This design comes from an exercise in tuning for small area on the open sky130 flow, not from production work.
At most, simulation tests tie the RTL to the original design; equivalence was not proved.
No driver is modelled on the clock port, so clocking that relies on it looks cheaper here than on a real chip.
No activity file was given, so power comes from the tool's default toggle rates.

==> flow/design.v (excerpt) <==
module top(
    input PS2_dat,
    input PS2_clk,
    input clk100mhz,
    input rst,
    input reset,
    output [7:0] anodes,
    output [7:0] cathodes
);
wire clk = clk100mhz;
reg [1:0] kc_s;
reg       kc_p;
reg [1:0] kd_s;
always @(posedge clk) begin
    if (rst)
        kc_s <= 2'b11;
    else
        kc_s <= {kc_s[0], PS2_clk};
    kc_p <= kc_s[1];    
    kd_s <= {kd_s[0], PS2_dat};
end
wire fall = kc_p & ~kc_s[1];
reg [3:0] cnt;
reg       bad;
reg [7:0] kbuf;
wire ws = (cnt == 4'd0);
wire c9  = cnt[3] & cnt[0];
wire c10 = cnt[3] & cnt[1];
wire le8 = ~(cnt[3] & (cnt[1] | cnt[0]));
always @(posedge clk) begin
    if (rst) begin
        cnt <= 4'd0;
        bad <= 1'b1;
    end
    else if (fall) begin
        cnt <= c10 ? 4'd0 : cnt + 4'd1;
        if (ws)
            bad <= PS2_dat;
        else if (!bad && c9)
            bad <= (par == kd_s[1]);     
        else if (!bad && c10)
            bad <= ~PS2_dat;
    end
end
always @(posedge clk)
    if (fall && !bad && !ws && le8)
        kbuf <= {kd_s[1], kbuf[7:1]};
reg par;
always @(posedge clk)
    if (fall) begin
        if (ws)
            par <= 1'b0;
        else if (!bad && le8)
            par <= par ^ kd_s[1];
    end
wire [5:0] kb = kbuf[5:0];
wire [3:0] nib;
assign nib[0] = ~((kb[3] & ~kb[5]) | (~kb[1] & ~kb[4]) | (kb[1] & kb[2] & kb[4] & kb[5]));
assign nib[1] = (kb[0] & kb[3]) | (kb[3] & ~kb[5]) | (~kb[0] & ~kb[3] & kb[5]);
assign nib[2] = (~kb[2] & ~kb[4]) | (kb[3] & ~kb[4]) | (kb[2] & ~kb[3] & kb[4] & kb[5]) | (~kb[1] & kb[5]);
assign nib[3] = (kb[1] & kb[3] & kb[4] & kb[5]) | ~kb[2] | (~kb[0] & ~kb[4] & ~kb[5]) | (~kb[0] & ~kb[1]);
reg isdig;
  ...
Size: roughly 21 I/O pins.
==> flow/config.mk <==
export PLATFORM = sky130hd
export DESIGN_NAME = top
export DESIGN_NICKNAME = top
export VERILOG_FILES = /design/flow/design.v
export SDC_FILE = /design/flow/constraint.sdc
export NUM_CORES = 4
export LEC_CHECK = 0
export ABC_AREA = 1
export CAP_MARGIN = 20
export CORE_MARGIN = 2
export CORE_UTILIZATION = 60
export SLEW_MARGIN = 20
==> flow/constraint.sdc <==
create_clock -name core_clock -period 10.0 [get_ports {clk100mhz}]
set_input_delay 2.0000 -clock core_clock [delete_from_list [all_inputs] [get_ports {clk100mhz}]]
set_output_delay 2.0000 -clock core_clock [all_outputs]
set_load 0.01 [all_outputs]
standard.sh (not shown) runs the stock make flow with config.mk's settings and CLKGATE_MAP_FILE= SYNTH_SCRIPT=/design/flow/synth_recipe.tcl, a recipe that flattens the netlist after the stock synthesis.
==> flow/flow/run.sh <==
#!/bin/bash
# Own layout flow: the standard ORFS flow (standard.sh) with three changes to how the
# layout is built, none to what it builds:
#  1. synthesis is the standard one (synth_recipe.tcl, the same passes and registers), except
#     that abc maps the combinational logic with an area-oriented script (abc_area2.script);
#  2. the port buffers are sky130_fd_sc_hd__buf_1 (every port still gets one);
#  3. the clock tree is built by flow/manual_cts.tcl (a root clkbuf_8 and 16 clkbuf_4 leaves,
#     one per group of registers) instead of TritonCTS's H-tree of 17 larger buffers.
# standard.log holds the full output of the ORFS run; ORFS keeps each step's log in orfs/logs.
set -euo pipefail
W=$(pwd)
{ cat flow/abc_override.tcl; cat synth_recipe.tcl; } > my_synth.tcl
sed "s#SYNTH_SCRIPT=[^ ]*#SYNTH_SCRIPT=$W/my_synth.tcl#" standard.sh > my_standard.sh
grep -q "SYNTH_SCRIPT=$W/my_synth.tcl" my_standard.sh
export MY_ABC_SCRIPT=$W/flow/abc_area2.script
export BUFFER_PORTS_ARGS="-buffer_cell sky130_fd_sc_hd__buf_1"
export PRE_CTS_TCL=$W/flow/manual_cts.tcl
export CTS_ARGS="-clk_nets clk100mhz -buf_list {sky130_fd_sc_hd__clkbuf_8} -dont_use_dummy_load"
bash my_standard.sh > standard.log 2>&1
Other scripts of this flow, unchanged in this note and not shown: flow/flow/abc_area2.script, flow/flow/abc_override.tcl, flow/flow/manual_cts.tcl
Rerun with:
--- a/flow/design.v
+++ b/flow/design.v
@@ -17,20 +17,21 @@
         kc_s <= 2'b11;
     else
         kc_s <= {kc_s[0], PS2_clk};
     kc_p <= kc_s[1];    
     kd_s <= {kd_s[0], PS2_dat};
 end
 wire fall = kc_p & ~kc_s[1];
 reg [3:0] cnt;
 reg       bad;
 reg [7:0] kbuf;
+reg       par;
 wire ws = (cnt == 4'd0);
 wire c9  = cnt[3] & cnt[0];
 wire c10 = cnt[3] & cnt[1];
 wire le8 = ~(cnt[3] & (cnt[1] | cnt[0]));
 always @(posedge clk) begin
     if (rst) begin
         cnt <= 4'd0;
         bad <= 1'b1;
     end
     else if (fall) begin
@@ -39,21 +40,20 @@
             bad <= PS2_dat;
         else if (!bad && c9)
             bad <= (par == kd_s[1]);     
         else if (!bad && c10)
             bad <= ~PS2_dat;
     end
 end
 always @(posedge clk)
     if (fall && !bad && !ws && le8)
         kbuf <= {kd_s[1], kbuf[7:1]};
-reg par;
 always @(posedge clk)
     if (fall) begin
         if (ws)
             par <= 1'b0;
         else if (!bad && le8)
             par <= par ^ kd_s[1];
     end
 wire [5:0] kb = kbuf[5:0];
 wire [3:0] nib;
 assign nib[0] = ~((kb[3] & ~kb[5]) | (~kb[1] & ~kb[4]) | (kb[1] & kb[2] & kb[4] & kb[5]));
@@ -257,19 +257,19 @@
             cc <= (dg == 3'd1) ? 5'd0 : (dg == 3'd4) ? 5'd14 : 5'd16;
             blank <= 1'b0;
         end
         else
             blank <= 1'b1;
     end
 end
 wire [2:0] lit = dg - 3'd1;
 assign anodes = blank ? 8'hFF : ~(8'd1 << lit);
 wire [6:0] seg;
-assign seg[0] = ~((~cc[0] & ~cc[2]) | (~cc[1] & ~cc[2] & cc[3]) | (cc[1] & ~cc[3]) | (~cc[0] & cc[3]) | (cc[1] & cc[2]) | (cc[0] & cc[2] & ~cc[3]));  
-assign seg[1] = ~((~cc[0] & ~cc[1] & ~cc[3]) | (~cc[0] & ~cc[2]) | (~cc[2] & ~cc[3] & ~cc[4]) | (cc[0] & cc[1] & ~cc[3]) | (cc[0] & ~cc[1] & cc[3]));  
-assign seg[2] = (~cc[0] & cc[2] & cc[3]) | (cc[4]) | (~cc[0] & cc[1] & ~cc[2] & ~cc[3]) | (cc[1] & cc[2] & cc[3]);  
-assign seg[3] = ~((cc[0] & cc[1] & ~cc[2]) | (cc[0] & ~cc[1] & cc[2]) | (~cc[0] & cc[1] & cc[2]) | (~cc[0] & ~cc[2] & ~cc[3] & ~cc[4]) | (~cc[1] & cc[3]));  
-assign seg[4] = (cc[0] & ~cc[1] & ~cc[2]) | (~cc[1] & cc[2] & ~cc[3]) | (cc[0] & ~cc[3]);  
-assign seg[5] = ~((~cc[0] & cc[2]) | (cc[1] & cc[3]) | (~cc[0] & ~cc[1]) | (~cc[2] & cc[3]) | (~cc[1] & cc[2] & ~cc[3]));  
-assign seg[6] = (~cc[0] & ~cc[1] & cc[2] & cc[3]) | (cc[0] & cc[1] & cc[2] & ~cc[3]) | (~cc[1] & ~cc[2] & ~cc[3]);  
+assign seg[0] = ~((~cc[0] & ~cc[2]) | (~cc[1] & ~cc[2] & cc[3]) | (cc[1] & ~cc[3]) | (~cc[0] & cc[3]) | (cc[1] & cc[2]) | (cc[0] & cc[2] & ~cc[3]));
+assign seg[1] = ~((~cc[0] & ~cc[1] & ~cc[3]) | (~cc[0] & ~cc[2]) | (~cc[2] & ~cc[3] & ~cc[4]) | (cc[0] & cc[1] & ~cc[3]) | (cc[0] & ~cc[1] & cc[3]));
+assign seg[2] = (~cc[0] & cc[2] & cc[3]) | (cc[4]) | (~cc[0] & cc[1] & ~cc[2] & ~cc[3]) | (cc[1] & cc[2] & cc[3]);
+assign seg[3] = ~((cc[0] & cc[1] & ~cc[2]) | (cc[0] & ~cc[1] & cc[2]) | (~cc[0] & cc[1] & cc[2]) | (~cc[0] & ~cc[2] & ~cc[3] & ~cc[4]) | (~cc[1] & cc[3]));
+assign seg[4] = (cc[0] & ~cc[1] & ~cc[2]) | (~cc[1] & cc[2] & ~cc[3]) | (cc[0] & ~cc[3]);
+assign seg[5] = ~((~cc[0] & cc[2]) | (cc[1] & cc[3]) | (~cc[0] & ~cc[1]) | (~cc[2] & cc[3]) | (~cc[1] & cc[2] & ~cc[3]));
+assign seg[6] = (~cc[0] & ~cc[1] & cc[2] & cc[3]) | (cc[0] & cc[1] & cc[2] & ~cc[3]) | (~cc[1] & ~cc[2] & ~cc[3]);
 assign cathodes = {1'b1, seg};
 endmodule
The changed run completed with no timing, DRC or antenna violations.
Wire length stays the same.
Flip-flop and latch count does not change.
Cell area does not change.
Critical path depth does not change.
Register-to-register slack barely changes.
Combinational power hardly moves.
Synthesized cell count stays the same.
Global-route usage is unchanged.
Worst setup slack stays the same.
Sequential power stays flat.
Die area stays the same.
Total power is unchanged.
Clock skew stays the same.
For the first run of this note, only the layout was checked, not whether the RTL still works.

top, a different RTL version from the one above (not shown whole).
Size in the first run: ~700 cells after synthesis, about 130 flip-flops, roughly 21 I/O pins, ~6300 µm² of cells after synthesis.
Settings: LEC_CHECK=0, ABC_AREA=1, CAP_MARGIN=20, CORE_MARGIN=2, CORE_UTILIZATION=60, SLEW_MARGIN=20; clock period 10.0 ns.
==> flow/flow/run.sh <==
#!/bin/bash
# Own layout flow: the standard ORFS flow (standard.sh) with three changes to how the
# layout is built, none to what it builds:
#  1. synthesis is the standard one (synth_recipe.tcl, the same passes and registers), except
#     that abc maps the combinational logic with an area-oriented script (abc_area2.script);
#  2. the port buffers are sky130_fd_sc_hd__buf_1 (every port still gets one);
#  3. clock tree synthesis uses clkbuf_4/clkbuf_8 and inserts no dummy loads.
# standard.log holds the full output of the ORFS run; ORFS keeps each step's log in orfs/logs.
set -euo pipefail
W=$(pwd)
{ cat flow/abc_override.tcl; cat synth_recipe.tcl; } > my_synth.tcl
sed "s#SYNTH_SCRIPT=[^ ]*#SYNTH_SCRIPT=$W/my_synth.tcl#" standard.sh > my_standard.sh
grep -q "SYNTH_SCRIPT=$W/my_synth.tcl" my_standard.sh
export MY_ABC_SCRIPT=$W/flow/abc_area2.script
export BUFFER_PORTS_ARGS="-buffer_cell sky130_fd_sc_hd__buf_1"
export CTS_ARGS="-sink_clustering_enable -repair_clock_nets -buf_list {sky130_fd_sc_hd__clkbuf_4 sky130_fd_sc_hd__clkbuf_8} -dont_use_dummy_load"
bash my_standard.sh > standard.log 2>&1
==> flow/flow/abc_area2.script <==
strash; &get -n; &fraig -x; &put; scorr; dc2; dretime; strash; &get -n; &dch -f; &nf -R 1000; &put; strash; &get -n; &dch -f; &nf -R 1000; &put
==> flow/flow/abc_override.tcl <==
# Same synthesis as synth_recipe.tcl, but abc maps the logic with the script in MY_ABC_SCRIPT
# (an area-oriented script) instead of ORFS's abc_area.script. abc only maps combinational
# logic: registers, their names and cell types are those of the standard synthesis.
proc abc {args} {
  set i [lsearch -exact $args -script]
  if {$i >= 0} { lset args [expr {$i + 1}] $::env(MY_ABC_SCRIPT) }
  yosys abc {*}$args
}
The baseline completed without violations.
Then changed:
--- a/flow/design.v
+++ b/flow/design.v
@@ -32,28 +32,20 @@
     end
     else if (fall) begin
         cnt <= (cnt == 4'd10) ? 4'd0 : cnt + 4'd1;
         if (ws)
             bad <= PS2_dat;
         else if (!bad && cnt == 4'd9)
-            bad <= (par == kd_s[1]);     
+            bad <= (~^kbuf) != kd_s[1];
         else if (!bad && cnt == 4'd10)
             bad <= ~PS2_dat;
     end
 end
 always @(posedge clk)
     if (fall && !bad && !ws && cnt <= 4'd8)
         kbuf <= {kd_s[1], kbuf[7:1]};
-reg par;
-always @(posedge clk)
-    if (fall) begin
-        if (ws)
-            par <= 1'b0;
-        else if (!bad && cnt <= 4'd8)
-            par <= par ^ kd_s[1];
-    end
 reg [3:0] nib;
 reg       isdig;
 always @(*) begin
     isdig = 1'b1;
     case (kbuf)
     8'h45: nib = 4'h0;
@@ -225,37 +217,30 @@
         dc <= 10'h238;
     else
         dc <= {dc[8:0], dc[9] ^ dc[6] ^ tick};
 reg [2:0] dg;
 reg       blank;
 reg [4:0] cc;       
-reg [3:0] dn_d, dn_u, dn_r;
+reg [3:0] dn;
 always @(*) begin
     case (dg)
-    3'd0: dn_d = D[3:0];
-    3'd1: dn_d = D[7:4];
-    3'd2: dn_d = D[11:8];
-    3'd3: dn_d = D[15:12];
-    3'd4: dn_d = D[19:16];
-    3'd5: dn_d = D[23:20];
-    3'd6: dn_d = D[27:24];
-    default: dn_d = D[31:28];
-    endcase
-    case (dg[1:0])
-    2'd0: begin dn_u = U[3:0];   dn_r = fsm_res[3:0];   end
-    2'd1: begin dn_u = U[7:4];   dn_r = fsm_res[7:4];   end
-    2'd2: begin dn_u = U[11:8];  dn_r = fsm_res[11:8];  end
-    default: begin dn_u = U[15:12]; dn_r = fsm_res[15:12]; end
-    endcase
-end
-wire [3:0] dn = Fd ? (dg[2] ? dn_u : dn_r) : dn_d;
+    3'd0: dn = shown[3:0];
+    3'd1: dn = shown[7:4];
+    3'd2: dn = shown[11:8];
+    3'd3: dn = shown[15:12];
+    3'd4: dn = shown[19:16];
+    3'd5: dn = shown[23:20];
+    3'd6: dn = shown[27:24];
+    default: dn = shown[31:28];
+    endcase
+end
 always @(posedge clk) begin
     if (rst) begin
         dg <= 3'd0;
         blank <= 1'b1;
-        cc <= 5'd17;
+        cc <= 5'd31;
     end
     else if (tick) begin
         dg <= dg + 3'd1;
         if (!fsm_err) begin
             cc <= {1'b0, dn};
             blank <= ({1'b0, dg} >= shown_m);
@@ -287,12 +272,12 @@
     5'd11: seg = 7'b0000011;
     5'd12: seg = 7'b1000110;
     5'd13: seg = 7'b0100001;
     5'd14: seg = 7'b0000110;
     5'd15: seg = 7'b0001110;
     5'd16: seg = 7'b1001100;
-    5'd17: seg = 7'b1111111;
+    5'd31: seg = 7'b1111111;
     default: seg = 7'bxxxxxxx;
     endcase
 end
 assign cathodes = {1'b1, seg};
 endmodule
Cell area came out higher by a few percent.
Area after synthesis came out higher by a few percent.
Via count came out higher slightly.
Worst setup slack gains 0.60 ns.
Sequential share of layout area came out lower by 1.6 points.
Critical path depth came out lower by 3.
Function not checked in the first run of this note: the RTL went through the layout flow alone.

==> static timing again, ports no longer ideal <==
How much do the figures lean on ideal ports? The routed layouts below were timed once more, with nothing changed but the port constraints.
Step 1 assumes that a clkbuf_16 drives the clock port and a buf_2 every other input.
Step 2 also shifts input and output timing later by t, the mid clock arrival at the registers, as if the neighbouring blocks saw the same clock.
Three values: no drivers, after step 1, after step 2; two values: the first two.
run | t, ns | setup WS [ns] | latest minus earliest clock arrival (ns) | pins driven straight from the clock port
the first run of note 1 | 0.446 | 5.478 / 5.448 / 5.894 | 0.019 / 0.019 | 1
the second run of note 1 | 0.446 | 5.478 / 5.448 / 5.894 | 0.019 / 0.019 | 1
the first run of note 2 | 0.455 | 4.189 / 4.189 / 4.189 | 0.032 / 0.033 | 1
the second run of note 2 | 0.467 | 4.787 / 4.787 / 4.787 | 0.034 / 0.034 | 1
After both steps every run listed still meets setup and hold.
